From an optimization exercise on the open Yosys and OpenROAD flow, aimed at small area and a short achievable clock period; shortcuts taken in it are not production practice. At most, simulation tests tie the RTL to the original design; equivalence was not proved. Only the layout flow was run in runs 1 and 2; the RTL was not checked for function there. The clock port is modelled as an ideal driver, which makes a skipped or thinned clock tree look cheaper than it is; a real chip needs a root buffer or a tree. Power and IR drop assume default switching activity.

`flow/config.mk`:
```
export PLATFORM = sky130hd
export DESIGN_NAME = SPI_Wrapper
export DESIGN_NICKNAME = SPI_Wrapper
export VERILOG_FILES = /design/flow/design.v
export SDC_FILE = /design/flow/constraint.sdc
export NUM_CORES = 4
export LEC_CHECK = 0
export CAP_MARGIN = 20
export CORE_MARGIN = 2
export CORE_UTILIZATION = 75
export CTS_BUF_LIST = sky130_fd_sc_hd__clkbuf_16
export CTS_CLUSTER_DIAMETER = 70
export CTS_CLUSTER_SIZE = 32
export SETUP_SLACK_MARGIN = 2.2
export SLEW_MARGIN = 20
```
`flow/constraint.sdc`:
```
create_clock -name core_clock -period 4.0 [get_ports {clk}]
set_input_delay 0.8000 -clock core_clock [delete_from_list [all_inputs] [get_ports {clk}]]
set_output_delay 0.8000 -clock core_clock [all_outputs]
set_load 0.01 [all_outputs]
```
`flow/design.v`:
```
module SPI_RAM (din, dout ,rx_valid, tx_valid , clk, rst_n);
parameter MEM_DEPTH=256;
parameter ADDR_SIZE=8;
input clk, rst_n, rx_valid;
input [9:0] din;
output  reg tx_valid;
output reg [ADDR_SIZE-1:0] dout;
reg [2:0] ra_j;     
reg [3:0] ra_hi;    
reg [7:0] ra_lo;    
reg [7:0] rdbuf;    
reg       pend;     
reg [3:0] ph;       
reg       slot;     
reg [7:0] tapreg;   
wire       cmd  = rst_n & rx_valid;
wire       land = pend & slot;
wire [7:0] s6 [0:31];
reg  [7:0] grp [0:3];
reg  [7:0] tap;
genvar g;
generate
  for (g = 0; g < 32; g = g + 1) begin : rg
    reg [63:0] s;
    wire we = land & ra_hi[g / 8] & ra_lo[g % 8];
    always @(posedge clk)
      s <= {s[55:0], we ? (rdbuf ^ {8{ph[3]}}) : ~s[63:56]};
    assign s6[g] = s[55:48];
  end
endgenerate
integer h, l;
always @(*) begin
  for (h = 0; h < 4; h = h + 1) begin
    grp[h] = 8'd0;
    for (l = 0; l < 8; l = l + 1)
      grp[h] = grp[h] | ({8{ra_lo[l]}} & s6[h*8 + l]);
  end
  tap = 8'd0;
  for (h = 0; h < 4; h = h + 1)
    tap = tap | ({8{ra_hi[h]}} & grp[h]);
end
always @(posedge clk) begin
  ph     <= ph + 4'd1;
  slot   <= (ph[2:0] + 3'd1) == ra_j;
  tapreg <= tap;
end
always @(posedge clk) begin
  if (cmd && ~din[8]) begin
    ra_j  <= din[2:0];
    ra_hi <= 4'b1 << din[7:6];
    ra_lo <= 8'b1 << din[5:3];
  end
end
always @(posedge clk) begin
  if (cmd && din[9:8] == 2'b01) begin
    rdbuf <= din[7:0];
    pend  <= 1'b1;
  end
  else if (slot) begin
    if (pend)
      pend <= 1'b0;
    else
      rdbuf <= tapreg ^ {8{~ph[3]}};
  end
end
always @(posedge clk or negedge rst_n) begin
	if (~rst_n) begin
		dout<=0;
		tx_valid<=0;
	end
	else if (rx_valid) begin
		if (din[9:8] == 2'b11) begin
		    dout<= rdbuf;
		    tx_valid<=1;
		end
	end
end
endmodule
module SPI_SLAVE (MOSI,MISO,SS_n,clk,rst_n,rx_data,rx_valid, tx_data, tx_valid);
input MOSI,SS_n,clk,rst_n,tx_valid;
input [7:0] tx_data;
output reg MISO;
output reg rx_valid;
output reg [9:0] rx_data; 
localparam [2:0] IDLE=3'd0, CHK_CMD=3'd1, WRITE=3'd2, READ_ADD=3'd3, READ_DATA=3'd4;
reg [2:0] cs,ns;
reg rd_flag;  
reg [3:0] state_countout;
reg[3:0] MISO_CountOut;
wire counter_enable;  
wire counter_done;  
reg MISO_CountEn; 
wire MISO_CountDone;
always@(posedge clk or negedge rst_n) begin
  if(~rst_n) begin
    cs<= IDLE;
  end
  else begin
    cs<=ns;
  end
end  
always@(*) begin
  case(cs)
  IDLE: begin 
    if(~SS_n) 
      ns=CHK_CMD;
    else 
      ns=IDLE;
  end
  CHK_CMD:
    if(~SS_n) begin
      if(MOSI && ~rd_flag) begin
         ns=READ_ADD;
        end
        else if(MOSI && rd_flag) begin
         ns=READ_DATA;
        end
        else begin
         ns=WRITE;
        end
    end
    else begin
      ns=IDLE;
    end
  READ_DATA:
    if(SS_n) begin
      ns=IDLE;
    end
    else begin
      ns=READ_DATA;
    end
  READ_ADD:
    if(SS_n) begin
      ns=IDLE;
    end
    else begin
      ns=READ_ADD;
    end
  WRITE:
     if(SS_n) begin
      ns=IDLE;
    end
    else begin
      ns=WRITE;
    end
default:begin 
  ns=IDLE;
end
    endcase
end
always@ (posedge clk or negedge  rst_n) begin
  if(!rst_n) begin
    rd_flag<=0;
  end
  else begin
    if(cs!=IDLE) begin
      if(cs==READ_ADD && counter_done) begin
        rd_flag<=1;
      end
      else if (cs==READ_DATA && counter_done && MISO_CountDone)begin
        rd_flag<=0;
      end
    end
  end
end
always@ (posedge clk) begin
  if(cs==IDLE) begin
    MISO<=0; 
    rx_data<=0;
  end
  else begin
  if(counter_enable) begin
    rx_data<={MOSI,rx_data[9:1]};
  end
  if(MISO_CountEn&&(cs==READ_DATA)) begin
    MISO<= tx_data[MISO_CountOut];
  end
end
end
always@(posedge clk or negedge rst_n) begin
  if(~rst_n) begin
    state_countout<=0;
    MISO_CountOut<=7;  
    MISO_CountEn<=0;
  end
  else begin
    if(cs==IDLE)begin
      state_countout<=0;
      MISO_CountOut<=7;
      MISO_CountEn<=0;
    end
    else if(counter_enable) begin
      state_countout<=state_countout+1;
    end
    if(counter_done) begin
      state_countout<=0;
      MISO_CountOut<=7;  
    end
    if(counter_done&&cs==READ_DATA)begin
    MISO_CountEn<=1;
    end
    if(MISO_CountEn) begin
      MISO_CountOut<=MISO_CountOut-1;
    end
    if (MISO_CountDone) begin
      MISO_CountOut<=7;
      MISO_CountEn<=0;
    end
  end  
end
assign counter_enable=(cs != IDLE && cs!=CHK_CMD && ~counter_done && ~MISO_CountEn)?1:0;
assign counter_done = (state_countout==4'b1010)?1:0;
assign MISO_CountDone = (MISO_CountOut== 0)?1:0;
always @(posedge clk ) begin
  if(counter_done)begin
    rx_valid<=1;
  end
  else begin
    rx_valid<=0;
  end
end
endmodule
module SPI_Wrapper(MISO, MOSI, SS_n, rst_n, clk);
input MOSI, SS_n, clk, rst_n;
output MISO;
wire [9:0] rxdata;
wire [7:0] txdata;
wire rx_valid,tx_valid;
SPI_RAM #(256,8) R (rxdata, txdata, rx_valid, tx_valid , clk, rst_n);
SPI_SLAVE  S (MOSI,MISO,SS_n,clk,rst_n,rxdata,rx_valid, txdata, tx_valid);
endmodule
```
`flow/run.sh`:
```
#!/bin/bash
# synth_recipe.tcl (not shown) runs the flow's synth.tcl, then flattens the netlist and writes it again
# the make line also repeats each setting of config.mk as NAME=value (left out here)
make -C /OpenROAD-flow-scripts/flow DESIGN_CONFIG=/design/flow/config.mk WORK_HOME=/design/flow/orfs CLKGATE_MAP_FILE= SYNTH_SCRIPT=/design/flow/synth_recipe.tcl finish
```
==> results.txt, run 1 <==
Hold Violations, Final=0; CP required=3200 ps; max-cap violations=0; Die X=approximately 260 microns; Starting Density=0.754; power density over the cells=between 500 and 600 nW/um^2; row count=93; crit path kind=flip-flop to output pin; Mapped Cells=around 3100; Reg2Reg Launch Point=R.ra_lo[4]$_SDFFCE_PN0P_; leakage=~20 nW; CTS Sinks=roughly 2100; reg2reg path depth=4; die area=roughly 66000 sq um; Post-Syn Nets=3128; clock root cell=clkbuf_16; Synth Area in Compound Gates=0.0597; fmax=521 MHz; ys flop type=dfxtp_1; syn_area_per_cell=around 15 sq um; Tcrit/Tclk final=0.480; Tmin final=between 1500 and 2000 ps; xor-xnor portion of the synthesized cell area=0.00414; DR pass1 iterations=5; H-tree depth=3; Async SR Flop Fraction=0.00992; EDFF count, synth=23; CP delay by family, top=flip-flops; R2R setup slack=between 2000 and 2500 ps; critical path data arrival time=1120 ps; count of input and output buffers=4; number of I/O pins=5; detailed-route wire length=between 90000 and 100000 microns; Total Routing Usage GR=0.286; WL/cell=roughly 24 microns; hold buffer count at CTS=0; hold depth=0; HPWL Detailed=58400 microns; reg2reg end=R.tapreg[2]$_DFF_P_; sequential cell area fraction in the yosys report=0.884; clock latency (worst-skew pair)=670 ps; Core ar.=between 60000 and 70000 sq um; layout cells sized above 1=0.110; # setup viols final=0; Post-Layout Cell Count=just over 4000; CTS buffer count=76; Die H=approximately 260 microns; mux cell area share after synthesis=0.00256; TritonCTS clock tree=yes; Final Util=0.823; CP Launch Type=flip-flop; First DRT Iteration DRCs=just under 2000; layout overhead on the synthesized area=9.23%; Syn. warnings=3; initial antenna violation count=1; vias per std cell=around 5.5; Hold Path End=R.rg[23].s[22]$_DFF_P_; VDD IR max=~690 uV; WHS=approximately 320 ps; unrepaired setup endpoints after global routing=true; Post-Synth Adder-Cell Area=0.00104; DRC Markers=0; clk buf depth=3; status=timing/DRC/antenna clean; first-pass GRT wire length=between 100000 and 150000 microns; Setup TNS=0 ps; WP buf/inv=1; crit-path max FO=2; Critical Path Slowest Stage Cell=dfxtp_2; Worst-path clk slew=around 120 ps; nets@finish=3221; Filler cells=about 3100; Synth Area in Simple Gates=0.0329; GPL Wtd Cong=approximately 0.97; Slew HR=0.522; Crit. End Element=output pin; CP peak stage delay=~350 ps; HP Start=R.rg[23].s[14]$_DFF_P_; hold crit path type=flip-flop to flip-flop; Distinct cells, synth=48; maximum number of pins on one net before global-route repair=34; synthesized cell area=48300 sq um; vias in the first global route=around 22000; Max Clock Skew=~30 ps; cells along the critical path=buf_6; worst-margin pin slew=roughly 720 ps; #FFs+latches synth=~2100; Final ANT Viol Nets=0; DR vias=22400; main combinational cell family by area after synthesis=compound AO/OA/AOI/OAI gates; Slew Viols, Final=0; Post-Place Cells=about 3900; grt ovf=0
-- layout by cell type, fill, tap and decap left out, types with 4 or more instances in the layout --
cell type  synthesis  routed
ha_1               4       4
nand4_1           34      34
dfrtp_1           18      18
inv_1             14      19
a21oi_1          280     280
or4_1             10      10
o21ai_0           16      15
a22oi_2            9      84
buf_4              2      91
a41oi_1           32       8
nor3_1             6       6
buf_12             0      11
nand3_1           14      14
a41oi_2            0      24
clkbuf_16          0      81
buf_6             23      19
xor2_4             0       8
nor3b_1            5       5
nor2b_1            4       4
dfxtp_1         2074    2070
xnor2_1            4       4
edfxtp_1          23      23
nor2_1           269     268
nand2_1            9       9
mux2_2             9       9
a22oi_1          119      44
xor2_1            17      10
inv_6              0       4
-- metal layers --
metal  global-route usage  wire length [microns]
met1                0.398                  41700
met2                0.450                  44500
met3               0.0542                   6400
met4                0.116                   4100
met5                    0                     13
-- power breakdown --
group,internal (mW),leakage [nW],switching [mW]
registers,21.1,17.4,0.0145
clock network,3.66,1.04,5.85
logic,0.0173,1.79,0.0344
total,24.8,20.3,5.90
-- worst max path at each step --
| stage | from | end | slack, ps | cells past startpoint |
|---|---|---|---|---|
| after floorplan | rst_n | R.rdbuf[0]$_DFFE_PP_ | 2220 | 3 |
| after global placement | rst_n | R.ra_lo[1]$_SDFFCE_PP0P_ | 1410 | 3 |
| after detailed placement | rst_n | R.rdbuf[6]$_DFFE_PP_ | 1290 | 3 |
| after CTS | S.MISO$_SDFFE_PP0P_ | MISO | 2060 | 1 |
| after global routing | S.MISO$_SDFFE_PP0P_ | MISO | 2040 | 1 |
| final | S.MISO$_SDFFE_PP0P_ | MISO | 2080 | 1 |
-- final cells by class --
class,instances,area (sq um),share of cell area
antenna,1,2.50,0.0000474
inverter,15,58.8,0.00111
clock buffer,78,1950,0.0370
clock inverter,14,126,0.00239
tap,855,1070,0.0203
sequential,2118,42800,0.810
timing repair buffer,131,1250,0.0237
multi-input combinational,871,5570,0.106
-- what timing repair did --
action                     4_1_cts  5_1_grt
gates cloned                     0        6
setup endpoints to repair      301       28
pin swaps                       26       37
resized for setup               45       87
buffers inserted                81        8
-- cells by family (layout without fill, tap and decap cells) --
logic type               Yosys count  in the layout
flip-flops                      2118           2118
AO/OA/AOI/OAI                    471            471
AND/OR/NAND/NOR                  364            364
buffers and inverters            131            238
XOR/XNOR                          22             22
multiplexers                      10             10
adder cells (fa/ha/maj)            4              4
other                              0              1
-- synth_stat cells, drive strengths merged (14+ instances only) --
cell / number / area [sq um]
nand4: 34 / 213
a21oi: 280 / 1400
a22oi: 128 / 1010
dfxtp: 2074 / 41500
buf: 67 / 494
edfxtp: 23 / 691
a41oi: 32 / 280
o21ai: 16 / 80.1
inv: 15 / 56.3
nand3: 14 / 70.1
xor2: 18 / 165
nor2: 269 / 1010
clkbuf: 49 / 184
dfrtp: 18 / 450
-- sequential cells by signal, indices dropped and copies added (netlist names) --
register / count
S.rd_flag: 1
S.MISO_CountOut: 4
R.rdbuf: 8
R.rg.s: 2048
S.state_countout: 4
R.tapreg: 8
S.cs: 3
S.rx_valid: 1
R.slot: 1
S.MISO_CountEn: 1
R.ra_j: 3
S.MISO: 1
R.dout: 8
R.ra_hi: 4
S.rx_data: 10
R.ph: 4
R.pend: 1
R.ra_lo: 8
-- metrics by stage --
stage | power, mW | setup slack (ps) | instance area, sq um
6_report | 30.7 | 2080 | 52800
5_1_grt | 31.5 | 2040 | 52800
4_1_cts | 30.8 | 2060 | 52200
3_5_place_dp | 21.7 | 1290 | 49200
3_3_place_gp | 21.7 | 1410 | 49200
2_1_floorplan | 21.6 | 2220 | 48300
==> run 2, diff against run 1 <==
--- a/flow/config.mk
+++ b/flow/config.mk
@@ -5,6 +5,7 @@
 export SDC_FILE = /design/flow/constraint.sdc
 export NUM_CORES = 4
 export LEC_CHECK = 0
+export ABC_AREA = 1
 export CAP_MARGIN = 20
 export CORE_MARGIN = 2
 export CORE_UTILIZATION = 75
==> run 2 against run 1 <==
Still clean on timing, DRC and antenna. Area after synthesis barely moved. Total power fell by 0.19%. Die area barely moved. Critical path type unchanged. Critical endpoint unchanged.
==> results.txt, run 2 <==
switch share=0.194 (+0.00135); CTS buffer count=76 (unchanged); Total Power=30.6 mW (-0.19%); mux cell area share after synthesis=0 (-0.00256); Post-Layout Cell Count=4352 (+6.6%); VDD IR max=540 uV (-22%); TritonCTS clock tree=yes; Async SR Flop Fraction=0.00992 (unchanged); WL met3=4860 microns (-24%); Die H=258 microns (about the same); Post-Place Cells=4197 (+7.8%); vias in the first global route=23100 (+3.9%); critical path data arrival time=1110 ps (about the same); GPL Wtd Cong=0.851 (-12%); Critical Path Slowest Stage Cell=dfxtp_2; power density over the cells=581 nW/um^2 (about the same); worst-margin pin slew=706 ps (-11.5 ps); Synth Area in Compound Gates=0.0342 (-0.0255); Max Clock Skew=34.4 ps (+3.76 ps); Hold Violations, Final=0 (unchanged); Sw Pwr=5.93 mW (+0.51%); Internal=24.7 mW (-0.36%); placed cell area=49600 sq um (+0.81%); Slew Viols, Final=0 (unchanged); CP delay by family, top=flip-flops; #FFs+latches synth=2118 (unchanged); row count=93 (unchanged); vias per std cell=5.22 (-4.8%); Top Layer Used=met5; syn_area_per_cell=14.3 sq um (-7.7%); crit path kind=flip-flop to output pin; reg2reg path depth=5 (+1); H-tree depth=3 (unchanged); Mapped Cells=3382 (+8.4%); WP buf/inv=1 (unchanged); combinational share of power=0.004 (+0.002); maximum number of pins on one net before global-route repair=34 (unchanged); cells along the critical path=buf_6; nets@finish=3494 (+8.5%); most frequent cells in the layout=2070 x dfxtp_1, 598 x nand2_1, 279 x o21ai_0; crit-path max FO=2 (unchanged); leakage=20.9 nW (+2.9%); power share of the clock group=0.306 (-0.004); first-pass GRT wire length=137000 microns (-1.5%); Detail Route met2 WL=43000 microns (-3.4%); top flop regs=R.rg.s (2048), S.rx_data (10); top post-synthesis cells by count=2074 x dfxtp_1, 601 x nand2_1, 302 x o21ai_0; Tcrit/Tclk final=0.477 (-0.00304); fmax=524 MHz (+0.64%); Die X=258 microns (about the same); xor-xnor portion of the synthesized cell area=0.00435 (+0.000205); status=timing/DRC/antenna clean; detailed-route wire length=93300 microns (-3.5%); clock latency (worst-skew pair)=670 ps (about the same); CTS Sinks=2118 (unchanged); Syn. warnings=3 (unchanged); Distinct cells, synth=25 (-48%); most common library cell in the layout ignoring fill and taps=dfxtp_1; Post-Syn Nets=3390 (+8.4%); Reg2Reg Launch Point=R.slot$_DFF_P_; Tmin final=1910 ps (-12.2 ps); grt ovf=0 (unchanged); Area contributors post-synth=dfxtp_1 86%, nand2_1 4.7%, o21ai_0 3.1%; main combinational cell family by area after synthesis=simple AND/OR/NAND/NOR gates; area leader, netlist=dfxtp_1; CP peak stage delay=370 ps (+20 ps); layout cells sized above 1=0.0718 (-0.0385); EDFF count, synth=23 (unchanged); number of I/O pins=5 (unchanged); number of cells on the critical path=1 (unchanged); die area=66500 sq um (about the same); sequential cell area fraction in the yosys report=0.884 (about the same); First DRT Iteration DRCs=1933 (-2.3%); register with the most flip-flops=R.rg.s; synthesized cell area=48300 sq um (about the same); WL met1=42500 microns (+1.9%); DR pass1 iterations=5 (unchanged); Final ANT Viol Nets=0 (unchanged); Crit. Startpoint=S.MISO$_SDFFE_PP0P_; Crit. End Element=output pin; Post-Synth Adder-Cell Area=0.00104 (about the same); DRC Markers=0 (unchanged); HPWL Detailed=50400 microns (-14%); max-cap violations=0 (unchanged); Synth top area share=0.859 (about the same); most common cell in the synthesized netlist=dfxtp_1; max FFs per register=2048 (unchanged); Worst-path clk slew=110 ps (about the same); unrepaired setup endpoints after global routing=true; Starting Density=0.754 (about the same); HP Start=R.rg[13].s[41]$_DFF_P_; count of input and output buffers=4 (unchanged); ys flop type=dfxtp_1; Synth Area in Simple Gates=0.0628 (+0.0299); diode count=0 (-1); sequential share of power=0.690 (about the same); CP required=3200 ps (about the same); hold crit path type=flip-flop to flip-flop; Setup TNS=0 ps (unchanged); WL/cell=21.4 microns (-9.4%); clk buf depth=3 (unchanged); Total Routing Usage GR=0.277 (-0.00840); initial antenna violation count=1 (unchanged); # setup viols final=0 (unchanged); layout overhead on the synthesized area=9.04%; clock root cell=clkbuf_16; DR vias=22700 (+1.5%); CP Launch Type=flip-flop; Core ar.=64100 sq um (unchanged); cell area after layout=52700 sq um (-0.13%); hold depth=0 (unchanged); Slew HR=0.529 (+0.00691)
run 2: cell types whose count changed after synthesis, moves of 26 or more:
| cell | before | now |
|---|---|---|
| nor2_1 | 269 | 53 |
| a22oi_1 | 119 | 1 |
| a41oi_1 | 32 | 0 |
| nand4_1 | 34 | 60 |
| a21oi_1 | 280 | 22 |
| nand2_1 | 9 | 601 |
| inv_1 | 14 | 58 |
| o21ai_0 | 16 | 302 |
run 2: path summary, 6_finish.rpt:
kind,end,slack [ps]
setup / recovery,MISO,2090
hold / removal,R.rg[13].s[49]$_DFF_P_,320
setup reg to reg,R.rg[4].s[5]$_DFF_P_,2170
hold reg to reg,R.rg[13].s[49]$_DFF_P_,320
max in group asynchronous,S.MISO_CountOut[1]$_DFFE_PN1P_,3270
min in group asynchronous,S.state_countout[0]$_DFFE_PN0P_,480
run 2: power by group through the flow:
stage / registers [mW] / logic, mW / clock network (mW)
6_report: 21.1 / 0.117 / 9.37
5_1_grt: 21.2 / 0.131 / 10.1
4_1_cts: 21.1 / 0.103 / 9.41
3_5_place_dp: 21.6 / 0.0957 / 0
3_3_place_gp: 21.6 / 0.0873 / 0
2_1_floorplan: 21.6 / 0.0713 / 0
run 2: metrics by stage:
stage	hold WS (ps)	util	setup WS, ps
final	317	0.822	2090
after global routing	322	0.822	2050
after CTS	325	0.815	1890
after detailed placement	312	0.774	1160
after global placement	309	0.774	1240
after floorplan	310	-	2270
run 2: what timing repair did:
item                                    4_1_cts  5_1_grt
endpoints found under the setup margin      300      117
hold buffers                                  0        0
setup buffers                                37       18
resized for setup                            40       68
pin swaps                                    13        7
gates cloned                                  4        7
run 2: kinds of logic after synthesis:
kind of cell / Yosys count
DFF: 2118
and+or+nand+nor: 754
AOI/OAI and AO/OA: 329
buffers and inverters: 153
xor gates and xnor gates: 24
adders and majority gates: 4
run 2: cell type report:
cell class | count | area [sq um]
timing repair buffer | 117 | 1300
inverter | 58 | 225
multi-input combinational | 1114 | 5360
fill | 3132 | 11400
sequential | 2118 | 42700
clock buffer | 77 | 1930
clock inverter | 12 | 80.1
timing repair inverter | 1 | 7.51
tap | 855 | 1070
run 2: per-layer routing:
metal / vias to the layer above / track usage
li1: 10800 / -
met1: 11100 / 0.398
met2: 632 / 0.447
met3: 172 / 0.0368
met4: 2 / 0.0878
met5: - / 0
==> run 3, diff against run 2 <==
--- a/flow/design.v
+++ b/flow/design.v
@@ -10,21 +10,21 @@
 reg [7:0] ra_lo;    
 reg [7:0] rdbuf;    
 reg       pend;     
-reg [3:0] ph;       
+reg [2:0] ph;       
 reg       slot;     
 reg [7:0] tapreg;   
 wire       cmd  = rst_n & rx_valid;
 wire       land = pend & slot;
 wire [7:0] s6 [0:31];
 reg  [7:0] grp [0:3];
-reg  [7:0] tap;
+reg  [7:0] tap6;
 genvar g;
 generate
   for (g = 0; g < 32; g = g + 1) begin : rg
     reg [63:0] s;
     wire we = land & ra_hi[g / 8] & ra_lo[g % 8];
     always @(posedge clk)
-      s <= {s[55:0], we ? (rdbuf ^ {8{ph[3]}}) : ~s[63:56]};
+      s <= {s[55:0], we ? rdbuf : s[63:56]};
     assign s6[g] = s[55:48];
   end
 endgenerate
@@ -35,14 +35,14 @@
     for (l = 0; l < 8; l = l + 1)
       grp[h] = grp[h] | ({8{ra_lo[l]}} & s6[h*8 + l]);
   end
-  tap = 8'd0;
+  tap6 = 8'd0;
   for (h = 0; h < 4; h = h + 1)
-    tap = tap | ({8{ra_hi[h]}} & grp[h]);
+    tap6 = tap6 | ({8{ra_hi[h]}} & grp[h]);
 end
 always @(posedge clk) begin
-  ph     <= ph + 4'd1;
-  slot   <= (ph[2:0] + 3'd1) == ra_j;
-  tapreg <= tap;
+  ph     <= ph + 3'd1;
+  slot   <= (ph + 3'd1) == ra_j;
+  tapreg <= tap6;
 end
 always @(posedge clk) begin
   if (cmd && ~din[8]) begin
@@ -60,7 +60,7 @@
     if (pend)
       pend <= 1'b0;
     else
-      rdbuf <= tapreg ^ {8{~ph[3]}};
+      rdbuf <= tapreg;
   end
 end
 always @(posedge clk or negedge rst_n) begin
==> flow/flow/run.sh (new file) <==
#!/bin/bash
# Standard ORFS layout, except that the combinational part of the standard
# synthesis netlist is mapped again for area (flip-flops, their names and
# cell types are kept as the standard synthesis made them).
set -euo pipefail
WORK=$(pwd)
R=$WORK/orfs/results/$FLOW_PLATFORM/SPI_Wrapper/base
YOSYS=$(command -v yosys || echo "$FLOW_HOME/../tools/install/yosys/bin/yosys")
LIB=$FLOW_HOME/platforms/$FLOW_PLATFORM/lib/sky130_fd_sc_hd__tt_025C_1v80.lib
DONT=$(sed -n '/DONT_USE_CELLS += \\/,/^$/p' "$FLOW_HOME/platforms/$FLOW_PLATFORM/config.mk" | grep -o 'sky130_fd_sc_hd__[a-z0-9_]*' | tr '\n' ' ')

# 1. the standard synthesis, unchanged
bash standard.sh synth > "$WORK/synth.log" 2>&1

# 2. remap the combinational logic
cp "$R/1_2_yosys.v" "$WORK/1_2_yosys_standard.v"
LIBFILE="$LIB" IN_V="$WORK/1_2_yosys_standard.v" OUT_V="$WORK/1_2_yosys_remap.v" \
  ABC_SCRIPT="$WORK/flow/area.abc" DONT_USE="$DONT" STAT="$WORK/remap_stat.txt" \
  "$YOSYS" -c "$WORK/flow/remap.tcl" > "$WORK/remap.log" 2>&1
cp "$WORK/1_2_yosys_remap.v" "$R/1_2_yosys.v"
rm -f "$R/1_synth.odb" "$R/1_synth.sdc"
touch "$R/1_2_yosys.v"

# 3. the rest of the standard layout
bash standard.sh > "$WORK/layout.log" 2>&1
==> flow/flow/area.abc (new file) <==
strash
dc2
dch -f
amap
topo
==> flow/flow/remap.tcl (new file) <==
yosys -import
set lib $::env(LIBFILE)
set in  $::env(IN_V)
set out $::env(OUT_V)
set script $::env(ABC_SCRIPT)
read_liberty -overwrite -ignore_miss_func -setattr liberty_cell $lib
read_verilog -overwrite $in
hierarchy -top SPI_Wrapper
# keep every sequential cell as a black box; flatten the combinational ones
foreach m [split [string trim [tee -q -s result.string select -list-mod =A:liberty_cell]] "\n"] {
  if {[regexp {__(df|edf|sdf|dl|sedf)} $m]} { blackbox $m }
}
flatten
opt_clean -purge
set dont {}
foreach c $::env(DONT_USE) { lappend dont -dont_use $c }
abc -script $script -liberty $lib {*}$dont
splitnets
opt_clean -purge
hilomap -singleton -hicell sky130_fd_sc_hd__conb_1 HI -locell sky130_fd_sc_hd__conb_1 LO
insbuf -buf sky130_fd_sc_hd__buf_4 A X
opt_clean -purge
hierarchy -top SPI_Wrapper
tee -o $::env(STAT) stat -liberty $lib
write_verilog -noattr -nohex -nodec -selected $out
==> flow/standard.sh (new file) <==
#!/bin/bash
# synth_recipe.tcl (not shown) runs the flow's synth.tcl, then flattens the netlist and writes it again
# the make line also repeats each setting of config.mk as NAME=value (left out here)
make -C /OpenROAD-flow-scripts/flow DESIGN_CONFIG=/design/flow/config.mk WORK_HOME=/design/flow/orfs CLKGATE_MAP_FILE= SYNTH_SCRIPT=/design/flow/synth_recipe.tcl "${@:-finish}"
removed: flow/run.sh
==> run 3 against run 2 <==
Final cell count decreased by 7.1%. Still clean. Largest power group unchanged. Highest routed layer is now met4. Sequential share of layout area increased by 1.1 points. Via count decreased by 2.4%. Sequential cell count decreased by 1. Largest cell class unchanged.
==> results.txt, run 3 <==
fmax=429 MHz (-18%); DRC Markers=0 (unchanged); Internal=25.1 mW (+1.5%); top flop regs=R.rg.s (2048), S.rx_data (10); grt ovf=0 (unchanged); Core ar.=61900 sq um (-3.4%); diode count=0 (unchanged); maximum number of pins on one net before global-route repair=34 (unchanged); max FFs per register=2048 (unchanged); Sw Pwr=6.26 mW (+5.6%); power share of the clock group=0.303 (-0.003); VDD IR max=534 uV (-1.3%); status=timing/DRC/antenna clean; Total Routing Usage GR=0.287 (+0.0101); CP Launch Type=flip-flop; Setup TNS=0 ps (unchanged); Syn. warnings=3 (unchanged); layout cells sized above 1=0.0883 (+0.0165); GPL Wtd Cong=0.854 (+0.34%); combinational share of power=0.014 (+0.010); hold crit path type=primary input to async pin; most common library cell in the layout ignoring fill and taps=dfxtp_1; crit-path max FO=4 (+2); Final ANT Viol Nets=0 (unchanged); Tcrit/Tclk final=0.583 (+0.106); WL/cell=23.5 microns (+9.5%); clk buf depth=3 (unchanged); power density over the cells=603 nW/um^2 (+3.7%); vias per std cell=5.49 (+5.1%); count of input and output buffers=4 (unchanged); leakage=20.6 nW (-1.1%); synthesized cell area=47200 sq um (-2.4%); detailed-route wire length=94900 microns (+1.7%); most frequent cells in the layout=2071 x dfxtp_1, 303 x nor2_1, 278 x a21oi_1; Die H=255 microns (-1.2%); Max Clock Skew=26.0 ps (-8.39 ps); DR vias=22200 (-2.4%); clock latency (worst-skew pair)=660 ps (about the same); hold buffer count at CTS=0 (unchanged); First DRT Iteration DRCs=2229 (+15%); die area=64900 sq um (-2.4%); CTS buffer count=76 (unchanged); unrepaired setup endpoints after global routing=true; switch share=0.200 (+0.00629); DR pass1 iterations=7 (+2); sequential share of power=0.683 (-0.007); Slew Viols, Final=0 (unchanged); TritonCTS clock tree=yes; Post-Place Cells=3893 (-7.2%); CTS Sinks=2117 (-0.047%); Mapped Cells=3005 (-11%); Starting Density=0.762 (+0.00758); worst-margin pin slew=1100 ps (+389 ps); crit path kind=flip-flop to flip-flop; nets@finish=3198 (-8.5%); number of I/O pins=5 (unchanged); row count=91 (-2.2%); Worst-path clk slew=120 ps (about the same); Post-Syn Nets=3009 (-11%); vias in the first global route=22100 (-4.5%); Post-Layout Cell Count=4042 (-7.1%); # setup viols final=0 (unchanged); clock root cell=clkbuf_16; Hold Violations, Final=0 (unchanged); Crit. End Element=flip-flop; HPWL Detailed=51100 microns (+1.5%); critical path data arrival time=2860 ps (+1750 ps); syn_area_per_cell=15.7 sq um (+9.8%); initial antenna violation count=0 (-1); layout overhead on the synthesized area=10.2%; first-pass GRT wire length=136000 microns (-1.3%); Tmin final=2330 ps (+426 ps); CP required=4530 ps (+1330 ps); H-tree depth=3 (unchanged); max-cap violations=0 (unchanged); Die X=255 microns (-1.2%); Slew HR=0.269 (-0.260); register with the most flip-flops=R.rg.s
[run 3: final cells by class]
class                      count  area [sq um]
sequential                  2117         42700
inverter                      46           214
clock buffer                  79          1980
timing repair buffer         109          1170
clock inverter                10          65.1
timing repair inverter         2          21.3
multi-input combinational    842          4780
fill                        2987          9940
tap                          837          1050
[run 3: per-stage QoR]
stage	total power, mW	setup WS (ps)	hold slack (ps)	cell area, sq um	util
floorplan	22.0	2080	310	47200	-
global placement	22.1	1340	310	48700	0.786
detailed placement	22.1	1280	312	48700	0.786
CTS	31.2	1780	234	51500	0.832
global route	32.1	1670	238	52000	0.839
finish	31.3	1670	272	52000	0.839
[run 3: critical path, cell delays in order, from the launching register on]
cell and delay (ps):
edfxtp_1 530, buf_6 200, a222oi_1 560, a31oi_2 320
or4_1 590
[run 3: final timing paths]
check,startpoint,endpoint,slack (ps),cells after the start
worst max register to register,R.ra_lo[7]$_SDFFCE_PN0P_,R.tapreg[0]$_DFF_P_,1670,4
worst max-delay path,R.ra_lo[7]$_SDFFCE_PN0P_,R.tapreg[0]$_DFF_P_,1670,4
worst min-delay path,rst_n,S.state_countout[0]$_DFFE_PN0P_,270,2
worst min register to register,R.rg[14].s[45]$_DFF_P_,R.rg[14].s[53]$_DFF_P_,320,0
min in group core_clock,R.rg[14].s[45]$_DFF_P_,R.rg[14].s[53]$_DFF_P_,320,0
max in group asynchronous,rst_n,S.cs[0]$_DFF_PN0_,3460,2
[run 3: repair_timing]
item                                    CTS  global route
cloned                                    4             4
endpoints found under the setup margin  311           104
setup buffers                            39            13
resized for setup                        91            73
pin swaps                                21            34
[run 3: power by group through the flow]
stage,Clock (mW),Sequential (mW),Combinational [mW]
3_5_place_dp,0,21.9,0.252
3_3_place_gp,0,21.9,0.235
6_report,9.51,21.4,0.432
4_1_cts,9.48,21.4,0.307
2_1_floorplan,0,21.8,0.179
5_1_grt,10.2,21.4,0.456
[run 3: metal layers]
| metal | GRT usage | vias to the layer above | part of all wire |
|---|---|---|---|
| met5 | 0 | - | 0 |
| met4 | 0.107 | 0 | 0.044 |
| met3 | 0.0474 | 236 | 0.061 |
| met2 | 0.454 | 801 | 0.46 |
| met1 | 0.407 | 10900 | 0.44 |
| li1 | - | 10200 | - |
==> run 4, diff against run 3 <==
==> flow/flow/run.sh (replaced) <==
#!/bin/bash
# The standard layout, with one change after CTS: the levels of the clock
# tree between the clock port and CTS's leaf buffers are replaced by four
# clkbuf_16 buffers that the port drives directly (flow/ctsfix.tcl).
set -euo pipefail
WORK=$(pwd)
R=$WORK/orfs/results/$FLOW_PLATFORM/SPI_Wrapper/base

# 1. standard synthesis, floorplan, placement and CTS
bash standard.sh cts > "$WORK/std_to_cts.log" 2>&1

# 2. rebuild the top of the clock tree
cp "$R/4_cts.odb" "$WORK/4_cts_standard.odb"
FLOW_HOME="$FLOW_HOME" FLOW_PLATFORM="$FLOW_PLATFORM" \
  IN_ODB="$WORK/4_cts_standard.odb" IN_SDC="$R/4_cts.sdc" OUT_ODB="$WORK/4_cts_fixed.odb" \
  NROOT=4 CLK_PORT=clk \
  openroad -no_init -exit "$WORK/flow/ctsfix.tcl" > "$WORK/ctsfix.log" 2>&1
cp "$WORK/4_cts_fixed.odb" "$R/4_cts.odb"
touch "$R/4_cts.odb" "$R/4_cts.sdc"

# 3. the rest of the standard layout
bash standard.sh > "$WORK/std_route_finish.log" 2>&1
==> flow/flow/ctsfix.tcl (new file) <==
# Rebuild the top of the clock tree that ORFS's CTS made: the clock port
# drives NROOT clkbuf_16 buffers directly, each placed at the centre of a
# group of CTS's leaf buffers (the buffers that drive flip-flops), which it
# drives.  The leaf level is kept as CTS made it; only the levels between the
# port and the leaves are replaced, so the tree stays balanced and one level
# shallower.
set flow $::env(FLOW_HOME)
set plat $::env(FLOW_PLATFORM)
read_db $::env(IN_ODB)
read_liberty $flow/platforms/$plat/lib/sky130_fd_sc_hd__tt_025C_1v80.lib
read_sdc $::env(IN_SDC)
source $flow/platforms/$plat/setRC.tcl
set_propagated_clock [all_clocks]
estimate_parasitics -placement
puts "before:"
report_clock_latency -digits 3

set NROOT $::env(NROOT)
set block [ord::get_db_block]
set clk [$block findNet $::env(CLK_PORT)]

proc out_net {inst} {
  foreach it [$inst getITerms] { if {[[$it getMTerm] getIoType] eq "OUTPUT"} { return [$it getNet] } }
  return "NULL"
}
proc loads {net} {
  set l {}
  foreach it [$net getITerms] { if {[[$it getMTerm] getIoType] eq "INPUT"} { lappend l $it } }
  return $l
}

# walk the tree.  A leaf is a buffer that drives a flip-flop; any buffers it
# also drives are taken off it and walked in turn.  Upper buffers drive only
# buffers.
set upper {}; set upper_nets {}; set leaves {}; set dummies {}; set moved {}
set front [list $clk]
while {[llength $front]} {
  set next {}
  foreach net $front {
    foreach it [loads $net] {
      set inst [$it getInst]
      if {[[$it getMTerm] getName] eq "CLK"} { continue }
      set on [out_net $inst]
      if {$on eq "NULL"} { lappend dummies $inst; continue }
      set has_ff 0
      foreach l [loads $on] {
        if {[[$l getMTerm] getName] eq "CLK"} { set has_ff 1 }
      }
      if {$has_ff} {
        lappend leaves $it
        # buffers below a leaf: detach them from it and walk them too
        foreach l [loads $on] {
          set li [$l getInst]
          if {[[$l getMTerm] getName] ne "CLK" && [out_net $li] ne "NULL"} { lappend moved $l }
        }
      } else {
        lappend upper $inst; lappend upper_nets $on; lappend next $on
      }
    }
  }
  # buffers that hung below a leaf become leaves or upper buffers themselves
  foreach l $moved {
    set li [$l getInst]
    set on [out_net $li]
    set has_ff 0
    foreach x [loads $on] { if {[[$x getMTerm] getName] eq "CLK"} { set has_ff 1 } }
    if {$has_ff} { lappend leaves $l } else { lappend upper $li; lappend upper_nets $on; lappend next $on }
  }
  set moved {}
  set front $next
}
# dummy loads hanging on the upper nets go with them
set gone_nets [concat [list $clk] $upper_nets]
foreach d $dummies {
  set a [$d findITerm A]
  set n [$a getNet]
  if {$n ne "NULL" && [lsearch -exact $gone_nets $n] >= 0} { $a disconnect; odb::dbInst_destroy $d }
}

# group the leaves: equal-sized sectors by angle around their centre
set sx 0; set sy 0
foreach it $leaves { set loc [[$it getInst] getLocation]; set sx [expr $sx+[lindex $loc 0]]; set sy [expr $sy+[lindex $loc 1]] }
set cx [expr double($sx)/[llength $leaves]]; set cy [expr double($sy)/[llength $leaves]]
set ang {}
set i 0
foreach it $leaves {
  set loc [[$it getInst] getLocation]
  lappend ang [list $i [expr atan2([lindex $loc 1]-$cy, [lindex $loc 0]-$cx)]]
  incr i
}
set ang [lsort -real -index 1 $ang]
set N [llength $leaves]
set asg [lrepeat $N 0]
set k 0
foreach e $ang { lset asg [lindex $e 0] [expr ($k * $NROOT) / $N]; incr k }
set cents {}
for {set k 0} {$k < $NROOT} {incr k} {
  set sx 0; set sy 0; set n 0
  foreach it $leaves a $asg {
    if {$a == $k} { set loc [[$it getInst] getLocation]; set sx [expr $sx+[lindex $loc 0]]; set sy [expr $sy+[lindex $loc 1]]; incr n }
  }
  lappend cents [list [expr $sx/$n] [expr $sy/$n]]
}

# take the old upper tree apart
foreach it $leaves { $it disconnect }
foreach it $moved { }
foreach inst $upper {
  foreach it [$inst getITerms] { if {[$it getNet] ne "NULL" && ![[$it getNet] isSpecial]} { $it disconnect } }
  odb::dbInst_destroy $inst
}
foreach n $upper_nets { odb::dbNet_destroy $n }

# the new top level
set master [[ord::get_db] findMaster sky130_fd_sc_hd__clkbuf_16]
for {set k 0} {$k < $NROOT} {incr k} {
  set b [odb::dbInst_create $block $master "clkroot_$k"]
  set c [lindex $cents $k]
  $b setLocation [expr int([lindex $c 0])] [expr int([lindex $c 1])]
  $b setPlacementStatus PLACED
  [$b findITerm A] connect $clk
  set on [odb::dbNet_create $block "clknet_root_$k"]
  $on setSigType CLOCK
  [$b findITerm X] connect $on
  set n 0
  foreach it $leaves a $asg { if {$a == $k} { $it connect $on; incr n } }
  puts "root $k drives $n leaf buffers"
}
detailed_placement
check_placement
estimate_parasitics -placement
puts "after:"
report_clock_latency -digits 3
report_clock_skew -digits 3
write_db $::env(OUT_ODB)
removed: flow/flow/area.abc
removed: flow/flow/remap.tcl
==> run 4 against run 3 <==
Synthesized cell count grew 12%. Count of clock-buffer cells in the layout shrank 12. Critical endpoint is now MISO. Worst setup slack gained 570 ps. Total power shrank 3.9%. Critical path type is now flip-flop to output pin. Clock power shrank 6.9%. Worst hold slack lost 130 ps. Final cell count grew 4.8%. Utilization shrank 2.8 points.
==> results.txt, run 4 <==
status=timing/DRC/antenna clean; cell area after layout=51400 sq um (-1.2%); WL/cell=19.9 microns (-15%); Mapped Cells=3352 (+12%); CP required=3200 ps (-1330 ps); synthesized cell area=48200 sq um (+2.1%); Distinct cells, synth=31; #FFs+latches synth=2117; clock latency (worst-skew pair)=510 ps (-150 ps); detailed-route wire length=84400 microns (-11%); Setup TNS=0 ps (unchanged); CTS Sinks=2117 (unchanged); Slew Viols, Final=0 (unchanged); Hold Violations, Final=0 (unchanged); fmax=566 MHz (+32%); xor-xnor portion of the synthesized cell area=0.00127; Post-Place Worst Slack=954 ps (-330 ps); max FFs per register=2048 (unchanged); max-cap violations=0 (unchanged); register with the most flip-flops=R.rg.s; Crit. End Element=output pin; row count=92 (+1.1%); CP delay by family, top=flip-flops; EDFF count, synth=23; number of I/O pins=5 (unchanged); diode count=0 (unchanged); ys flop type=dfxtp_1; DR vias=21900 (-1.2%); crit path kind=flip-flop to output pin; critical path data arrival time=970 ps (-1890 ps); CP peak stage delay=340 ps (-250 ps); Async SR Flop Fraction=0.00992; reg2reg end=R.rg[15].s[1]$_DFF_P_; Post-Synth Adder-Cell Area=0.00104; Total Routing Usage GR=0.257 (-0.0300); hold crit path type=primary input to async pin; die area=66300 sq um (+2.1%); maximum number of pins on one net before global-route repair=37 (+8.8%); most common cell in the synthesized netlist=dfxtp_1; CP Launch Type=flip-flop; nets@finish=3394 (+6.1%); most common library cell in the layout ignoring fill and taps=dfxtp_1; Total Power=30.1 mW (-3.9%); cells along the critical path=buf_6; Synth Area in Compound Gates=0.0343; Critical Path Slowest Stage Cell=dfxtp_2; # setup viols final=0 (unchanged); VDD IR max=489 uV (-8.4%); Die H=257 microns (+1.0%); vias per std cell=5.17 (-5.8%); most frequent cells in the layout=2072 x dfxtp_1, 592 x nand2_1, 282 x o21ai_0; syn_area_per_cell=14.4 sq um (-8.4%); vias in the first global route=22500 (+2.0%); Synth top area share=0.861; reg2reg path depth=3 (-1); Worst-path clk slew=110 ps (about the same); mux cell area share after synthesis=0.000701; Core ar.=63300 sq um (+2.2%); Tmin final=1770 ps (-566 ps); Starting Density=0.761 (about the same); R2R setup slack=2240 ps (+570 ps); placed cell area=49100 sq um (+0.79%); Reg2Reg Launch Point=R.rdbuf[1]$_DFFE_PP_; area leader, netlist=dfxtp_1; Tcrit/Tclk final=0.442 (-0.142); Area contributors post-synth=dfxtp_1 86%, nand2_1 4.9%, o21ai_0 3.2%; sequential cell area fraction in the yosys report=0.887; final worst slack=2230 ps (+566 ps); layout cells sized above 1=0.0575 (-0.0308); DR pass1 iterations=5 (-2); layout overhead on the synthesized area=6.62%; WHS=141 ps (-132 ps); Synth Area in Simple Gates=0.0630; power density over the cells=586 nW/um^2 (-2.8%); Max Clock Skew=38.3 ps (+12.4 ps); First DRT Iteration DRCs=1691 (-24%); Syn. warnings=3 (unchanged); unrepaired setup endpoints after global routing=true; Final ANT Viol Nets=0 (unchanged); initial antenna violation count=3 (+3); WP buf/inv=1 (unchanged); GPL Wtd Cong=0.811 (-5.0%); Die X=257 microns (+1.0%); top flop regs=R.rg.s (2048), S.rx_data (10); main combinational cell family by area after synthesis=simple AND/OR/NAND/NOR gates; Post-Syn Nets=3360 (+12%); first-pass GRT wire length=130000 microns (-4.4%); Slew HR=0.553 (+0.284); count of input and output buffers=4 (unchanged); HPWL Detailed=48900 microns (-4.4%); leakage=20.0 nW (-3.2%); worst-margin pin slew=670 ps (-425 ps); grt ovf=0 (unchanged); DRC Markers=0 (unchanged); crit-path max FO=2 (-2); top post-synthesis cells by count=2073 x dfxtp_1, 626 x nand2_1, 311 x o21ai_0
==> run 4: repair_timing <==
action / in CTS / in global routing
hold buffers: 0 / 0
resized for setup: 49 / 53
endpoints found under the setup margin: 290 / 195
pin swaps: 1 / 9
setup buffers: 21 / 8
==> run 4: layer usage <==
metal  routed length (microns)  vias to the layer above  GRT usage
met5                        32                        -          0
met4                      2340                        4     0.0668
met3                      3780                      155     0.0362
met2                     40300                      454      0.433
met1                     37900                    10700      0.357
li1                          -                    10600          -
==> run 4: logic make-up (layout without fill, tap and decap cells) <==
kind of cell | after synthesis | count (layout)
AO/OA/AOI/OAI | 329 | 329
XOR/XNOR | 7 | 7
adder cells (fa/ha/maj) | 4 | 4
buffers and inverters | 152 | 192
flip-flops | 2117 | 2117
multiplexers | 3 | 3
AND/OR/NAND/NOR | 740 | 740
==> run 4: cell type report <==
type | instances | area [sq um]
timing repair buffer | 54 | 519
fill | 3342 | 11900
tap | 846 | 1060
multi-input combinational | 1083 | 5000
sequential | 2117 | 42700
inverter | 59 | 246
clock buffer | 67 | 1680
buffer | 4 | 100
clock inverter | 8 | 50.0
==> run 4: worst max path at each step <==
| stage | from | to | slack [ps] | cells after the start |
|---|---|---|---|---|
| CTS | S.MISO$_SDFFE_PP0P_ | MISO | 2060 | 1 |
| floorplan | rst_n | R.rdbuf[0]$_DFFE_PP_ | 2230 | 3 |
| global placement | rst_n | R.rdbuf[6]$_DFFE_PP_ | 1100 | 3 |
| global route | R.slot$_DFF_P_ | R.rg[2].s[5]$_DFF_P_ | 2160 | 6 |
| finish | S.MISO$_SDFFE_PP0P_ | MISO | 2230 | 1 |
| detailed placement | rst_n | R.rdbuf[1]$_DFFE_PP_ | 950 | 3 |
==> run 4: where the power goes <==
group	internal (mW)	switching, mW	total (mW)
clock	3.22	5.63	8.85
combinational	0.0340	0.0802	0.114
sequential	21.1	0.0218	21.1
total	24.4	5.73	30.1
==> run 4: per-stage QoR <==
stage / util / instances
after detailed placement: 0.775 / 4130
after global placement: 0.775 / 4130
final: 0.811 / 4238
after CTS: 0.811 / 4239
after floorplan: - / 3352
after global routing: 0.811 / 4238
==> run 5, diff against run 4 <==
--- a/flow/config.mk
+++ b/flow/config.mk
@@ -12,5 +12,5 @@
 export CTS_BUF_LIST = sky130_fd_sc_hd__clkbuf_16
 export CTS_CLUSTER_DIAMETER = 70
 export CTS_CLUSTER_SIZE = 32
-export SETUP_SLACK_MARGIN = 2.2
+export SETUP_SLACK_MARGIN = 2.35
 export SLEW_MARGIN = 20
==> run 5 against run 4 <==
Largest power group unchanged. Total power is essentially flat. Still clean on timing, DRC and antenna. Clock power is essentially flat. Count of clock-buffer cells in the layout is the same. Design area grew 0.47%. Worst setup slack lost 13 ps. Die area is the same. Critical endpoint is now R.tapreg[2]$_DFF_P_. Via count grew 0.65%. Non-clock buffer count grew 9.
==> results.txt, run 5 <==
status=timing/DRC/antenna clean; CP Launch Type=flip-flop; hold crit path type=flip-flop to flip-flop; fmax=562 MHz (-0.73%); crit path kind=flip-flop to flip-flop; critical path data arrival time=2170 ps (+1200 ps); Slew Viols, Final=0 (unchanged); EDFF count, synth=23 (unchanged); most frequent cells in the layout=2072 x dfxtp_1, 590 x nand2_1, 264 x o21ai_0; initial antenna violation count=1 (-2); vias in the first global route=22600 (+0.59%); Setup TNS=0 ps (unchanged); Post-Layout Cell Count=4247 (+0.21%); sequential cell area fraction in the yosys report=0.887 (unchanged); Final ANT Viol Nets=0 (unchanged); count of input and output buffers=4 (unchanged); register with the most flip-flops=R.rg.s; syn_area_per_cell=14.4 sq um (unchanged); vias per std cell=5.19 (+0.43%); crit path to=R.tapreg[2]$_DFF_P_; DRC Markers=0 (unchanged); area leader, netlist=dfxtp_1; CTS Sinks=2117 (unchanged); reg2reg path depth=8 (+5); WHS=308 ps (+168 ps); Tmin final=1780 ps (+13.0 ps); power density over the cells=584 nW/um^2 (-0.40%); worst-margin pin slew=530 ps (-140 ps); Die X=257 microns (unchanged); Total Routing Usage GR=0.261 (+0.00348); WL/cell=20.2 microns (+1.3%); nets@finish=3404 (+0.29%); crit-path max FO=5 (+3); # setup viols final=0 (unchanged); HPWL Detailed=49000 microns (+0.26%); top post-synthesis cells by count=2073 x dfxtp_1, 626 x nand2_1, 311 x o21ai_0; GPL Wtd Cong=0.783 (-3.5%); Hold Violations, Final=0 (unchanged); First DRT Iteration DRCs=1495 (-12%); unrepaired setup endpoints after global routing=true; Crit. Startpoint=R.ra_lo[7]$_SDFFCE_PN0P_; Distinct cells, synth=31 (unchanged); number of I/O pins=5 (unchanged); die area=66300 sq um (unchanged); synthesized cell area=48200 sq um (unchanged); reg2reg end=R.tapreg[2]$_DFF_P_; grt ovf=0 (unchanged); Post-Place Cells=4132 (+0.048%); most common cell in the synthesized netlist=dfxtp_1; clock latency (worst-skew pair)=520 ps (about the same); Tcrit/Tclk final=0.445 (+0.00324); layout cells sized above 1=0.0632 (+0.00573); Post-Syn Nets=3360 (unchanged); Filler cells=3255 (-2.6%); ys flop type=dfxtp_1; diode count=0 (unchanged); row count=92 (unchanged); Core ar.=63300 sq um (unchanged); HP Start=R.rg[4].s[41]$_DFF_P_; hold buffer count at CTS=0 (unchanged); first-pass GRT wire length=131000 microns (+1.3%); Die H=257 microns (unchanged); footprint of the multi-input gates=5090 sq um (+1.9%); Synth top area share=0.861 (unchanged); CP required=4390 ps (+1190 ps); Worst-path clk slew=120 ps (about the same); Starting Density=0.761 (unchanged); Async SR Flop Fraction=0.00992 (unchanged); Max Clock Skew=44.5 ps (+6.16 ps); max FFs per register=2048 (unchanged); DR vias=22100 (+0.65%); sequential standard cell area=42700 sq um (unchanged); layout overhead on the synthesized area=7.11%; Reg2Reg Launch Point=R.ra_lo[7]$_SDFFCE_PN0P_; top flop regs=R.rg.s (2048), S.rx_data (10); DR pass1 iterations=7 (+2); maximum number of pins on one net before global-route repair=37 (unchanged); Syn. warnings=3 (unchanged); Area contributors post-synth=dfxtp_1 86%, nand2_1 4.9%, o21ai_0 3.2%; most common library cell in the layout ignoring fill and taps=dfxtp_1; Mapped Cells=3352 (unchanged); Crit. End Element=flip-flop; max-cap violations=0 (unchanged); VDD IR max=614 uV (+26%); #FFs+latches synth=2117 (unchanged); R2R setup slack=2220 ps (-20 ps); leakage=20.1 nW (+0.43%); Slew HR=0.645 (+0.0916); detailed-route wire length=85700 microns (+1.5%)
==> run 5: cell counts after synthesis <==
Identical to the previous run, type by type.
==> run 5: through the flow <==
step | util | worst slack, ps | total power, mW | area (sq um)
2_1_floorplan | - | 2360 | 21.7 | 48200
3_3_place_gp | 0.775 | 1180 | 21.7 | 49100
3_5_place_dp | 0.775 | 1110 | 21.7 | 49100
4_1_cts | 0.814 | 2060 | 30.7 | 51600
5_1_grt | 0.815 | 2170 | 30.9 | 51600
6_report | 0.815 | 2220 | 30.1 | 51600
==> run 5: logic make-up after synthesis <==
family,after synthesis,synth area share
flops,2117,0.887
simple gates,740,0.0630
compound gates,329,0.0343
buf+inv,152,0.0131
xor+xnor,7,0.00127
fa+ha+maj,4,0.00104
mux,3,0.000701
==> run 5: worst min-delay path by stage <==
stage	endpoint	slack (ps)	depth (start not counted)
after floorplan	R.rg[0].s[10]$_DFF_P_	310	0
after global placement	R.rg[16].s[19]$_DFF_P_	310	0
after detailed placement	R.rg[10].s[42]$_DFF_P_	310	0
after CTS	S.cs[0]$_DFF_PN0_	220	2
after global routing	R.rg[5].s[19]$_DFF_P_	310	0
final	R.rg[4].s[49]$_DFF_P_	310	0
==> run 5: repair_timing <==
item / CTS / global route
resized for setup: 102 / 54
endpoints found under the setup margin: 312 / 131
pin swaps: 6 / 8
gates cloned: 3 / 1
buffers inserted: 25 / 8
==> run 5: power by group <==
part / switching [mW] / internal [mW]
Sequential: 0.0218 / 21.1
Combinational: 0.0911 / 0.0523
Clock: 5.62 / 3.22
Total: 5.74 / 24.4
==> run 5: critical path, cell delays in order, from the launching register on <==
cell,delay [ps]
edfxtp_1,430
buf_4,190
buf_4,160
nand2_1,60
nand4_1,120
o21ai_1,460
nand2_1,90
inv_1,70
nand2_1,60
==> run 5: routing by layer <==
metal | vias up | wire length, microns | track usage
met1 | 10900 | 38500 | 0.362
li1 | 10600 | - | -
met3 | 154 | 3600 | 0.0372
met2 | 467 | 41300 | 0.435
met4 | 0 | 2200 | 0.0719
met5 | - | 0 | 0
==> run 5: layout make-up <==
| type | instances | area share |
|---|---|---|
| sequential | 2117 | 0.828 |
| multi-input combinational | 1083 | 0.0987 |
| clock buffer | 67 | 0.0325 |
| tap | 846 | 0.0205 |
| timing repair buffer | 63 | 0.0127 |
| inverter | 59 | 0.00480 |
| buffer | 4 | 0.00194 |
| clock inverter | 7 | 0.00104 |
| timing repair inverter | 1 | 0.000145 |
==> run 6, diff against run 5 <==
--- a/flow/config.mk
+++ b/flow/config.mk
@@ -12,5 +12,5 @@
 export CTS_BUF_LIST = sky130_fd_sc_hd__clkbuf_16
 export CTS_CLUSTER_DIAMETER = 70
 export CTS_CLUSTER_SIZE = 32
-export SETUP_SLACK_MARGIN = 2.35
+export SETUP_SLACK_MARGIN = 2.28
 export SLEW_MARGIN = 20
==> run 6 against run 5 <==
Critical endpoint unchanged. Still clean on timing, DRC and antenna. Count of clock-buffer cells in the layout grew 1. Worst setup slack worse by 51 ps. Global-route usage increased by 0.33 points. Worst hold slack better by 5.5 ps. Fmax shrank 2.8%. First-iteration DRC count increased by 19%. Critical path type unchanged. Largest power group unchanged. Final cell count increased by 0.52%. Critical path depth did not move. Sequential cell count unchanged.
==> results.txt, run 6 <==
status=timing/DRC/antenna clean; Post-Place Worst Slack=1090 ps (-15.3 ps); clock latency (worst-skew pair)=500 ps (-20 ps); DRC Markers=0 (unchanged); initial antenna violation count=2 (+1); cells along the critical path=buf_4, buf_4, nand2_1, nand4_1, o21ai_4, nand2_1, inv_1, nand2_1; top post-synthesis cells by count=2073 x dfxtp_1, 626 x nand2_1, 311 x o21ai_0; synthesized cell area=48200 sq um (unchanged); Setup TNS=0 ps (unchanged); First DRT Iteration DRCs=1773 (+19%); Post-Place Cells=4132 (unchanged); #FFs+latches synth=2117 (unchanged); ys flop type=dfxtp_1; most common cell in the synthesized netlist=dfxtp_1; DR pass1 iterations=5 (-2); CP Launch Type=flip-flop; CP required=4400 ps (about the same); maximum number of pins on one net before global-route repair=34 (-8.1%); # setup viols final=0 (unchanged); crit path kind=flip-flop to flip-flop; Distinct cells, synth=31 (unchanged); unrepaired setup endpoints after global routing=true; sequential cell area fraction in the yosys report=0.887 (unchanged); Crit. Startpoint=R.ra_lo[4]$_SDFFCE_PN0P_; Total Routing Usage GR=0.264 (+0.00329); layout cells sized above 1=0.0692 (+0.00602); final worst slack=2170 ps (-50.5 ps); grt ovf=0 (unchanged); vias in the first global route=22600 (-0.11%); Starting Density=0.761 (unchanged); Tcrit/Tclk final=0.457 (+0.0126); detailed-route wire length=87500 microns (+2.1%); leakage=20.2 nW (+0.76%); syn_area_per_cell=14.4 sq um (unchanged); reg2reg path depth=8 (unchanged); top flop regs=R.rg.s (2048), S.rx_data (10); first-pass GRT wire length=132000 microns (+0.94%); EDFF count, synth=23 (unchanged); most numerous cell on the critical path=nand2_1; Filler cells=3211 (-1.4%); Critical Path Slowest Stage Cell=edfxtp_1; CP peak stage delay=400 ps (-60 ps); Synth top area share=0.861 (unchanged); Reg2Reg Launch Point=R.ra_lo[4]$_SDFFCE_PN0P_; number of I/O pins=5 (unchanged); Synth Area in Compound Gates=0.0343 (unchanged); reg2reg end=R.tapreg[2]$_DFF_P_; vias per std cell=5.21 (+0.31%); critical path data arrival time=2230 ps (+60 ps); CP delay by family, top=simple AND/OR/NAND/NOR gates; count of input and output buffers=4 (unchanged); most common library cell in the layout ignoring fill and taps=dfxtp_1; Post-Synth Adder-Cell Area=0.00104 (unchanged); Slew HR=0.499 (-0.146); R2R setup slack=2170 ps (-50 ps); die area=66300 sq um (unchanged); Hold Violations, Final=0 (unchanged); Final ANT Viol Nets=0 (unchanged); WP buf/inv=3 (unchanged); power density over the cells=582 nW/um^2 (-0.22%); area leader, netlist=dfxtp_1; hold crit path type=primary input to async pin; layout overhead on the synthesized area=7.56%; Total Power=30.2 mW (+0.20%); crit-path max FO=9 (+4); Async SR Flop Fraction=0.00992 (unchanged); Core ar.=63300 sq um (unchanged); VDD IR max=537 uV (-12%); worst-margin pin slew=751 ps (+221 ps); max-cap violations=0 (unchanged); main combinational cell family by area after synthesis=simple AND/OR/NAND/NOR gates; CTS Sinks=2117 (unchanged); Post-Syn Nets=3360 (unchanged); number of cells on the critical path=8 (unchanged); most frequent cells in the layout=2072 x dfxtp_1, 590 x nand2_1, 267 x o21ai_0; Die X=257 microns (unchanged); Die H=257 microns (unchanged); max FFs per register=2048 (unchanged); DR vias=22200 (+0.83%); Syn. warnings=3 (unchanged); GPL Wtd Cong=0.829 (+5.8%); Slew Viols, Final=0 (unchanged); WL/cell=20.5 microns (+1.6%); diode count=0 (unchanged); register with the most flip-flops=R.rg.s; Mapped Cells=3352 (unchanged); HPWL Detailed=50300 microns (+2.5%); Max Clock Skew=24.3 ps (-20.2 ps); Worst-path clk slew=110 ps (about the same); mux cell area share after synthesis=0.000701 (unchanged); Synth Area in Simple Gates=0.0630 (unchanged); Crit. End Element=flip-flop; fmax=546 MHz (-2.8%); row count=92 (unchanged); nets@finish=3425 (+0.62%); Post-Layout Cell Count=4269 (+0.52%); Area contributors post-synth=dfxtp_1 86%, nand2_1 4.9%, o21ai_0 3.2%; Tmin final=1830 ps (+50.5 ps); xor-xnor portion of the synthesized cell area=0.00127 (unchanged); crit path to=R.tapreg[2]$_DFF_P_; hold buffer count at CTS=0 (unchanged)
[run 6: cell count changes in the layout (fill, tap and decap cells not counted), moves of 3 or more]
cell       change
buf_12         +4
clkbuf_16      +6
buf_4         +19
nand2_2        +3
o21ai_0        +3
o21ai_1        -3
buf_8          -3
nand2_4        -3
[run 6: per-stage QoR]
stage          hold WS [ps]  utilization  cell area, sq um
5_1_grt                 317        0.819             51800
3_5_place_dp            312        0.775             49100
6_report                314        0.819             51800
4_1_cts                 325        0.814             51500
3_3_place_gp            309        0.775             49100
2_1_floorplan           310            -             48200
[run 6: power by group]
| part | total [mW] | internal (mW) | switching (mW) |
|---|---|---|---|
| Combinational | 0.148 | 0.0548 | 0.0936 |
| Sequential | 21.1 | 21.1 | 0.0224 |
| Clock | 8.89 | 3.26 | 5.63 |
| Total | 30.2 | 24.4 | 5.75 |
[run 6: how the worst min path moves through the flow]
stage / start / endpoint / slack, ps
finish: rst_n / R.dout[2]$_DFFE_PN0P_ / 310
global route: rst_n / R.dout[2]$_DFFE_PN0P_ / 320
CTS: R.rg[11].s[9]$_DFF_P_ / R.rg[11].s[17]$_DFF_P_ / 320
detailed placement: R.rg[15].s[1]$_DFF_P_ / R.rg[15].s[9]$_DFF_P_ / 310
global placement: R.rg[13].s[25]$_DFF_P_ / R.rg[13].s[33]$_DFF_P_ / 310
floorplan: R.rg[0].s[2]$_DFF_P_ / R.rg[0].s[10]$_DFF_P_ / 310
[run 6: layout make-up]
cell class              instances  area, sq um  area share
flip-flops and latches       2117        42700       0.824
multi-input cells            1083         5060      0.0976
plain buffers                   4          100     0.00193
inverters                      59          250     0.00483
clock inverters                 7         46.3    0.000893
well taps                     846         1060      0.0204
repair buffers                 85          891      0.0172
clock buffers                  68         1700      0.0328
[run 6: what timing repair did]
item	in CTS	in global routing
setup buffers	30	23
endpoints found under the setup margin	307	206
resized for setup	88	56
gates cloned	0	5
hold endpoints to repair	0	0
pin swaps	6	14
[run 6: kinds of logic after synthesis]
kind of cell | Yosys count
AOI/OAI and AO/OA | 329
xor gates and xnor gates | 7
adders and majority gates | 4
buffers and inverters | 152
DFF | 2117
muxes | 3
and+or+nand+nor | 740
[run 6: metal layers]
metal,GRT usage,wire (microns),vias to the layer above
li1,-,-,10600
met2,0.444,41900,570
met3,0.0363,3890,175
met4,0.0723,2820,0
met1,0.365,38800,10900
met5,0,0,-
[run 6: worst reg2reg max path, cell delays in order, from the launching register on]
cell and delay (ps):
edfxtp_1 400, buf_4 180, buf_4 190, nand2_1 70
nand4_1 250, o21ai_4 330, nand2_1 150, inv_1 90
nand2_1 70
==> run 7, diff against run 6 <==
--- a/flow/flow/ctsfix.tcl
+++ b/flow/flow/ctsfix.tcl
@@ -112,7 +112,9 @@
 foreach n $upper_nets { odb::dbNet_destroy $n }
 
 # the new top level
-set master [[ord::get_db] findMaster sky130_fd_sc_hd__clkbuf_16]
+set root_cell sky130_fd_sc_hd__clkbuf_16
+if {[info exists ::env(ROOT_CELL)]} { set root_cell $::env(ROOT_CELL) }
+set master [[ord::get_db] findMaster $root_cell]
 for {set k 0} {$k < $NROOT} {incr k} {
   set b [odb::dbInst_create $block $master "clkroot_$k"]
   set c [lindex $cents $k]
@@ -126,10 +128,17 @@
   foreach it $leaves a $asg { if {$a == $k} { $it connect $on; incr n } }
   puts "root $k drives $n leaf buffers"
 }
+if {[info exists ::env(LEAF_CELL)]} {
+  set lm [[ord::get_db] findMaster $::env(LEAF_CELL)]
+  foreach it $leaves { [$it getInst] swapMaster $lm }
+}
 detailed_placement
 check_placement
 estimate_parasitics -placement
 puts "after:"
 report_clock_latency -digits 3
 report_clock_skew -digits 3
+set mx 0
+foreach p [get_pins -hierarchical */CLK] { foreach k {slew_max_rise slew_max_fall} { set v [get_property $p $k]; if {$v > $mx} {set mx $v} } }
+puts "largest clock pin slew (estimate): $mx"
 write_db $::env(OUT_ODB)
--- a/flow/config.mk
+++ b/flow/config.mk
@@ -12,5 +12,5 @@
 export CTS_BUF_LIST = sky130_fd_sc_hd__clkbuf_16
 export CTS_CLUSTER_DIAMETER = 70
 export CTS_CLUSTER_SIZE = 32
-export SETUP_SLACK_MARGIN = 2.28
+export SETUP_SLACK_MARGIN = 2.2
 export SLEW_MARGIN = 20
==> run 7 against run 6 <==
Wire length is 3.5% lower. Via count is 1.5% lower. Final cell count is 0.73% lower. Largest power group unchanged. Sequential cell count stayed put. First-iteration DRC count is 4.6% lower. Fmax is 3.6% higher. Utilization is 0.72 points lower. Synthesized cell count stayed put. Critical path type is now flip-flop to output pin.
==> results.txt, run 7 <==
Hold Violations, Final=0 (unchanged); register with the most flip-flops=R.rg.s; placed cell area=49100 sq um (about the same); Die X=257 microns (unchanged); # setup viols final=0 (unchanged); Post-Syn Nets=3360 (unchanged); nets@finish=3394 (-0.91%); initial antenna violation count=3 (+1); layout overhead on the synthesized area=6.62%; Syn. warnings=3 (unchanged); HPWL Detailed=48900 microns (-2.7%); leakage=20.0 nW (-1.2%); ys flop type=dfxtp_1; synthesized cell area=48200 sq um (unchanged); R2R setup slack=2240 ps (+70 ps); Reg2Reg Launch Point=R.rdbuf[1]$_DFFE_PP_; layout cells sized above 1=0.0575 (-0.0117); mux cell area share after synthesis=0.000701 (unchanged); Filler cells=3342 (+4.1%); vias in the first global route=22500 (-0.48%); WL/cell=19.9 microns (-2.8%); top flop regs=R.rg.s (2048), S.rx_data (10); grt ovf=0 (unchanged); Final ANT Viol Nets=0 (unchanged); diode count=0 (unchanged); reg2reg end=R.rg[15].s[1]$_DFF_P_; Crit. End Element=output pin; worst-margin pin slew=670 ps (-80.9 ps); Synth top area share=0.861 (unchanged); row count=92 (unchanged); syn_area_per_cell=14.4 sq um (unchanged); reg2reg path depth=3 (-5); Setup TNS=0 ps (unchanged); cell area after layout=51400 sq um (-0.88%); Slew Viols, Final=0 (unchanged); detailed-route wire length=84400 microns (-3.5%); DR pass1 iterations=5 (unchanged); CP required=3200 ps (-1200 ps); Total Routing Usage GR=0.257 (-0.00677); most common library cell in the layout ignoring fill and taps=dfxtp_1; Core ar.=63300 sq um (unchanged); Area contributors post-synth=dfxtp_1 86%, nand2_1 4.9%, o21ai_0 3.2%; fmax=566 MHz (+3.6%); WHS=141 ps (-173 ps); EDFF count, synth=23 (unchanged); CP Launch Type=flip-flop; Total Power=30.1 mW (-0.26%); count of input and output buffers=4 (unchanged); Sw Pwr=5.73 mW (-0.34%); sequential share of power=0.702 (about the same); status=timing/DRC/antenna clean; Distinct cells, synth=31 (unchanged); max FFs per register=2048 (unchanged); VDD IR max=489 uV (-9.1%); unrepaired setup endpoints after global routing=true; power share of the clock group=0.294 (about the same); Max Clock Skew=38.3 ps (+14.0 ps); hold buffer count at CTS=0 (unchanged); CTS Sinks=2117 (unchanged); switch share=0.190 (about the same); cells along the critical path=buf_6; max-cap violations=0 (unchanged); most common cell in the synthesized netlist=dfxtp_1; power density over the cells=586 nW/um^2 (+0.62%); First DRT Iteration DRCs=1691 (-4.6%); Post-Place Cells=4130 (-0.048%); WP buf/inv=1 (-2); Slew HR=0.553 (+0.0541); Post-Layout Cell Count=4238 (-0.73%); sequential cell area fraction in the yosys report=0.887 (unchanged); Critical Path Slowest Stage Cell=dfxtp_2
-- run 7: worst max path at each step --
stage | startpoint | to
3_5_place_dp | rst_n | R.rdbuf[1]$_DFFE_PP_
3_3_place_gp | rst_n | R.rdbuf[6]$_DFFE_PP_
4_1_cts | S.MISO$_SDFFE_PP0P_ | MISO
5_1_grt | R.slot$_DFF_P_ | R.rg[2].s[5]$_DFF_P_
6_report | S.MISO$_SDFFE_PP0P_ | MISO
2_1_floorplan | rst_n | R.rdbuf[0]$_DFFE_PP_
-- run 7: per-layer routing --
metal	up-vias	wire length [microns]	track usage	part of all wire
met4	4	2340	0.0668	0.028
met3	155	3780	0.0362	0.045
met2	454	40300	0.433	0.48
met5	-	32	0	0.00038
li1	10600	-	-	-
met1	10700	37900	0.357	0.45
-- run 7: cells by family (layout without fill, tap and decap cells) --
group | Yosys count | after routing
multiplexers | 3 | 3
adder cells (fa/ha/maj) | 4 | 4
AND/OR/NAND/NOR | 740 | 740
AO/OA/AOI/OAI | 329 | 329
buffers and inverters | 152 | 192
flip-flops | 2117 | 2117
XOR/XNOR | 7 | 7
-- run 7: area by class of cell --
cell class,instances,area (sq um),area share
inverters,59,246,0.00480
plain buffers,4,100,0.00195
flip-flops and latches,2117,42700,0.832
well taps,846,1060,0.0206
repair buffers,54,519,0.0101
clock inverters,8,50.0,0.000974
multi-input cells,1083,5000,0.0973
clock buffers,67,1680,0.0326
-- run 7: power by group through the flow --
stage	sequential, mW	combinational, mW	clock (mW)
after floorplan	21.6	0.0878	0
after global placement	21.6	0.101	0
after detailed placement	21.6	0.110	0
after CTS	21.1	0.112	9.48
after global routing	21.2	0.131	9.60
final	21.1	0.114	8.85
-- run 7: timing repair --
item / in CTS / in global routing
endpoints found under the hold margin: 0 / 0
buffers inserted: 21 / 8
gates resized for setup: 49 / 53
pin swaps: 1 / 9
setup endpoints to repair: 290 / 195
-- run 7: per-stage QoR --
stage               setup WS [ps]  utilization
detailed placement            954        0.775
global placement             1100        0.775
finish                       2230        0.811
global route                 2160        0.811
floorplan                    2230            -
CTS                          2060        0.811
